Context: an optimization exercise on an open-source flow, tuned for small area. The choices shown serve that exercise and are no tape-out recipe.
Where RTL was checked, it was by simulation tests only, not by an equivalence proof against the original.
The clock port is modelled as an ideal driver, which makes a skipped or thinned clock tree look cheaper than it is; a real chip needs a root buffer or a tree.
Power and IR drop assume default switching activity.

==> flow/design.v (excerpt) <==
module Task3(
	input [7:0] X0,
	input [7:0] X1,
	input [7:0] X2,
	input [7:0] X3,
	input [7:0] A0,
	input [7:0] A1,
	input [7:0] A2,
	input [7:0] A3,
	input clk,
	input rst,
	input enable,
	output ready,
	output valid,
	output [17:0] result
);
export LEC_CHECK = 0
export ABC_AREA = 1
export CAP_MARGIN = 20
export CORE_MARGIN = 2
export CORE_UTILIZATION = 40
export SLEW_MARGIN = 20
create_clock -name core_clock -period 8.0 [get_ports {clk}]
run.sh (not shown) runs the stock make flow with config.mk's settings and CLKGATE_MAP_FILE= SYNTH_SCRIPT=/design/flow/synth_recipe.tcl, a recipe that flattens the netlist after the stock synthesis.
The baseline went through all stages and came out clean.
Change:
==> flow/flow/run.sh (new file) <==
#!/bin/bash
# The standard layout with two changes:
# - the port buffers are the smallest buffer cell instead of the delay cell
#   buffer_ports picks by itself;
# - Yosys's synth skips its early "abc -fast", so extract_fa sees the full
#   adders as the RTL writes them, without inverters between them.
set -euo pipefail
export BUFFER_PORTS_ARGS="-buffer_cell sky130_fd_sc_hd__buf_1"
export SYNTH_ARGS="-noabc"
bash standard.sh finish > standard.log 2>&1
==> flow/standard.sh (new file) <==
#!/bin/bash
# synth_recipe.tcl (not shown) runs the flow's synth.tcl, then flattens the netlist and writes it again
# the make line also repeats each setting of config.mk as NAME=value (left out here)
make -C /OpenROAD-flow-scripts/flow DESIGN_CONFIG=/design/flow/config.mk WORK_HOME=/design/flow/orfs CLKGATE_MAP_FILE= SYNTH_SCRIPT=/design/flow/synth_recipe.tcl "${@:-finish}"
CTS_BUF_LIST = sky130_fd_sc_hd__clkbuf_8   (was unset)
CTS_CLUSTER_DIAMETER = 200   (was unset)
CTS_CLUSTER_SIZE = 40   (was unset)
removed: flow/run.sh
Outcome: The new run ran to the end with no violations. Synthesized area is higher by 0.39%. Power is lower by 4.7%. Sequential power is lower by about 0.7%. Cell count is lower by 1.3%. First-iteration DRC count is higher by 13%. Register-to-register slack gets worse by 460 ps. Worst setup slack gets worse by 460 ps. Design area is lower by 12%.
Change:
CTS_BUF_LIST = sky130_fd_sc_hd__clkbuf_16   (was sky130_fd_sc_hd__clkbuf_8)
CTS_CLUSTER_DIAMETER = 500   (was 200)
CTS_CLUSTER_SIZE = 100   (was 40)
Worst setup slack degrades by 20 ps. Total power goes up by 6.8%. Global-route usage is higher by 0.20 points.
No run of this note included a check of the RTL's function; only the layout flow was run.

---

Task3, a different RTL version from the one above (not shown whole).
Size: roughly 87 I/O pins, roughly 3400 sq um of cells after synthesis.
export LEC_CHECK = 0
export ABC_AREA = 0
export CAP_MARGIN = 20
export CORE_MARGIN = 2
export CORE_UTILIZATION = 40
export SLEW_MARGIN = 20
create_clock -name core_clock -period 8.0 [get_ports {clk}]
standard.sh (not shown) runs the stock make flow with config.mk's settings and CLKGATE_MAP_FILE= SYNTH_SCRIPT=/design/flow/synth_recipe.tcl, a recipe that flattens the netlist after the stock synthesis.
==> flow/flow/run.sh <==
#!/bin/bash
# The standard layout with these changes:
# - the port buffers are the smallest buffer cell instead of the delay cell
#   buffer_ports picks by itself;
# - Yosys's synth skips its early "abc -fast";
# - after the standard synthesis, flow/netopt.py removes the inverters that
#   extract_fa leaves around the full adders (it flips full adders and some
#   two-input gates to inverted logic instead) and sizes gates that synthesis
#   sized up back to size 1; flip-flops are untouched;
# - after CTS, flow/clocktree.tcl replaces the clock tree by one level of
#   CLKTREE_NBUF buffers, each driving one group of nearby flip-flops.
set -euo pipefail
export BUFFER_PORTS_ARGS="-buffer_cell sky130_fd_sc_hd__buf_1"
export SYNTH_ARGS="-noabc"
export POST_CTS_TCL=$PWD/flow/clocktree.tcl
export CLKTREE_NBUF=${CLKTREE_NBUF:-4}
export CLKTREE_CELL=${CLKTREE_CELL:-sky130_fd_sc_hd__clkbuf_8}
R=orfs/results/$FLOW_PLATFORM/Task3/base
bash standard.sh synth > synth.log 2>&1
cp $R/1_2_yosys.v yosys_standard.v
python3 flow/netopt.py yosys_standard.v $R/1_2_yosys.v --downsize > netopt.log 2>&1
touch $R/1_2_yosys.v
bash standard.sh finish > finish.log 2>&1
Other scripts of this flow, unchanged in this note and not shown: flow/flow/clocktree.tcl, flow/flow/netopt.py
The baseline ran to the end with no violations.
Change:
--- a/flow/config.mk
+++ b/flow/config.mk
@@ -8 +8 @@
-export ABC_AREA = 0
+export ABC_AREA = 1
@@ -11 +11 @@
-export CORE_UTILIZATION = 40
+export CORE_UTILIZATION = 60
What happened: Sequential power is about the same; total power goes down by 4.0%; via count came out higher by 11%; register-to-register slack is worse by 0.31 ns; final cell count came out higher by 7.0%; global-route usage grows by 5.7 points; core utilization climbs by 22 points; critical path depth climbs by 2.
No run of this note takes its clock network from TritonCTS; it comes from the design's own scripts or RTL.

---

== run 1 ==
Task3 with an RTL version that a note above also has.
Size in the first run: ~340 cells after synthesis, roughly 78 flip-flops, about 87 I/O pins.
Design Task3, start of the top module:
module Task3(
	input [7:0] X0,
	input [7:0] X1,
	input [7:0] X2,
	input [7:0] X3,
	input [7:0] A0,
	input [7:0] A1,
	input [7:0] A2,
	input [7:0] A3,
	input clk,
	input rst,
	input enable,
	output ready,
	output valid,
	output [17:0] result
);
reg [3:0] cnt;
reg [7:0] a0, a1, a2, a3;
reg [7:0] xs0, xs1, xs2, xs3;
reg [9:0] h;
assign ready = (cnt == 4'd0) | (cnt == 4'd9);
assign valid = (cnt == 4'd9);
wire start = enable & ready;
wire first = (cnt == 4'd1);
wire last = (cnt == 4'd8);
wire inv = (cnt == 4'd7) | last;
always @(posedge clk) begin
	if (rst)
		cnt <= 4'd0;
	else if (start)
		cnt <= 4'd1;
	else if (ready)
		cnt <= 4'd0;
	else
		cnt <= cnt + 4'd1;
end
wire [9:0] hin = first ? 10'd512 : h;
wire b0 = xs0[0], b1 = xs1[0], b2 = xs2[0], b3 = xs3[0];
wire [7:0] pp0 = {~(a0[7] & b0), a0[6:0] & {7{b0}}};
wire [7:0] pp1 = {~(a1[7] & b1), a1[6:0] & {7{b1}}};
wire [7:0] pp2 = {~(a2[7] & b2), a2[6:0] & {7{b2}}};
wire [7:0] pp3 = {~(a3[7] & b3), a3[6:0] & {7{b3}}};
wire s1;
wire c2;
wire s3;
wire c4;
wire s5;
wire c6;
wire s7;
wire c8;
wire s9;
wire c10;
wire s11;
wire c12;
wire s13;
wire c14;
wire s15;
wire c16;
wire s17;
wire c18;
wire s19;
wire c20;
wire s21;
wire c22;
wire s23;
wire c24;
wire s25;
wire c26;
  ...
Settings: LEC_CHECK=0, ABC_AREA=1, CAP_MARGIN=20, CORE_MARGIN=2, CORE_UTILIZATION=40, SLEW_MARGIN=20; clock period 8.0 ns.
==> flow/flow/run.sh <==
#!/bin/bash
# The standard layout with two changes:
# - the port buffers are the smallest buffer cell instead of the delay cell
#   buffer_ports picks by itself;
# - Yosys's synth skips its early "abc -fast", so extract_fa sees the full
#   adders as the RTL writes them, without inverters between them.
set -euo pipefail
export BUFFER_PORTS_ARGS="-buffer_cell sky130_fd_sc_hd__buf_1"
export SYNTH_ARGS="-noabc"
bash standard.sh finish > standard.log 2>&1
Input-level comparison between run 2 and run 1:
==> flow/flow/run.sh <==
#!/bin/bash
# The standard layout, with the port buffers made of the smallest buffer
# cell instead of the delay cell buffer_ports picks by itself.
set -euo pipefail
export BUFFER_PORTS_ARGS="-buffer_cell sky130_fd_sc_hd__buf_1"
bash standard.sh finish > standard.log 2>&1
## What came out
- Run 2: final area higher than run 1
- Run 2 vs. run 1: remaining max-slew budget at the tightest pin went up by 4.3 points.
- From run 1 to run 2 the numbers moved as follows: worst hold slack about even; setup slack after layout +0.46 ns.
- In run 2, final cell count is higher than in run 1.
Here is what was changed in the inputs of run 3 compared with run 2.
Settings: ABC_AREA removed (was 1).
==> flow/run.sh (new file) <==
#!/bin/bash
# synth_recipe.tcl (not shown) runs the flow's synth.tcl, then flattens the netlist and writes it again
# the make line also repeats each setting of config.mk as NAME=value (left out here)
make -C /OpenROAD-flow-scripts/flow DESIGN_CONFIG=/design/flow/config.mk WORK_HOME=/design/flow/orfs CLKGATE_MAP_FILE= SYNTH_SCRIPT=/design/flow/synth_recipe.tcl finish
removed: flow/flow/run.sh
removed: flow/standard.sh
==> run notes <==
Run 3 vs run 2 on period utilization: run 3 is the higher one.
When run 3 is measured against run 2, its pin count of the biggest net entering global routing turns out about 1.6% higher.
The floorplan die area of run 3 exceeds that of run 2 by 120 µm².
Changes observed in run 3 relative to run 2: via count of the first global-routing pass fell by 156, reg2reg setup slack fell by 0.32 ns, leakage dissipation rose by 1.3%.
No functional check of the RTL was part of any run of this note.

-- re-timing with driven ports --
The results above use ideal ports. As a check the final layouts listed here were re-extracted and re-timed, cells and wires unchanged.
Step 1: set_driving_cell puts a clkbuf_16 on clk and a buf_2 on each other input, an assumption about the parent block.
Step 2, shift: input delay + t, output delay - t, t = (earliest + latest rising clock arrival at the registers) / 2. This alone moves slack from input paths to output paths.
Three values: no drivers, after step 1, after step 2; two values: the first two.
run | shift t [ns] | setup slack, ns | slew at the worst register clock pin (ns) | worst data-port slew with drivers (ns)
the first run of note 1 | 0.377 | 2.599 / 2.599 / 2.599 | 0.09 / 0.09 | 0.05
the second run of note 1 | 0.376 | 2.138 / 2.138 / 2.138 | 0.09 / 0.09 | 0.04
the third run of note 1 | 0.360 | 2.118 / 2.118 / 2.118 | 0.06 / 0.06 | 0.04
the first run of note 2 | 0.225 | 2.218 / 2.218 / 2.218 | 0.12 / 0.12 | 0.05
the second run of note 2 | 0.225 | 1.904 / 1.904 / 1.904 | 0.12 / 0.12 | 0.04
run 1 | 0.376 | 2.138 / 2.138 / 2.138 | 0.09 / 0.09 | 0.04
run 2 | 0.366 | 2.596 / 2.596 / 2.596 | 0.09 / 0.09 | 0.04
run 3 | 0.380 | 2.273 / 2.273 / 2.273 | 0.09 / 0.09 | 0.04
After both steps every run listed still meets setup and hold.
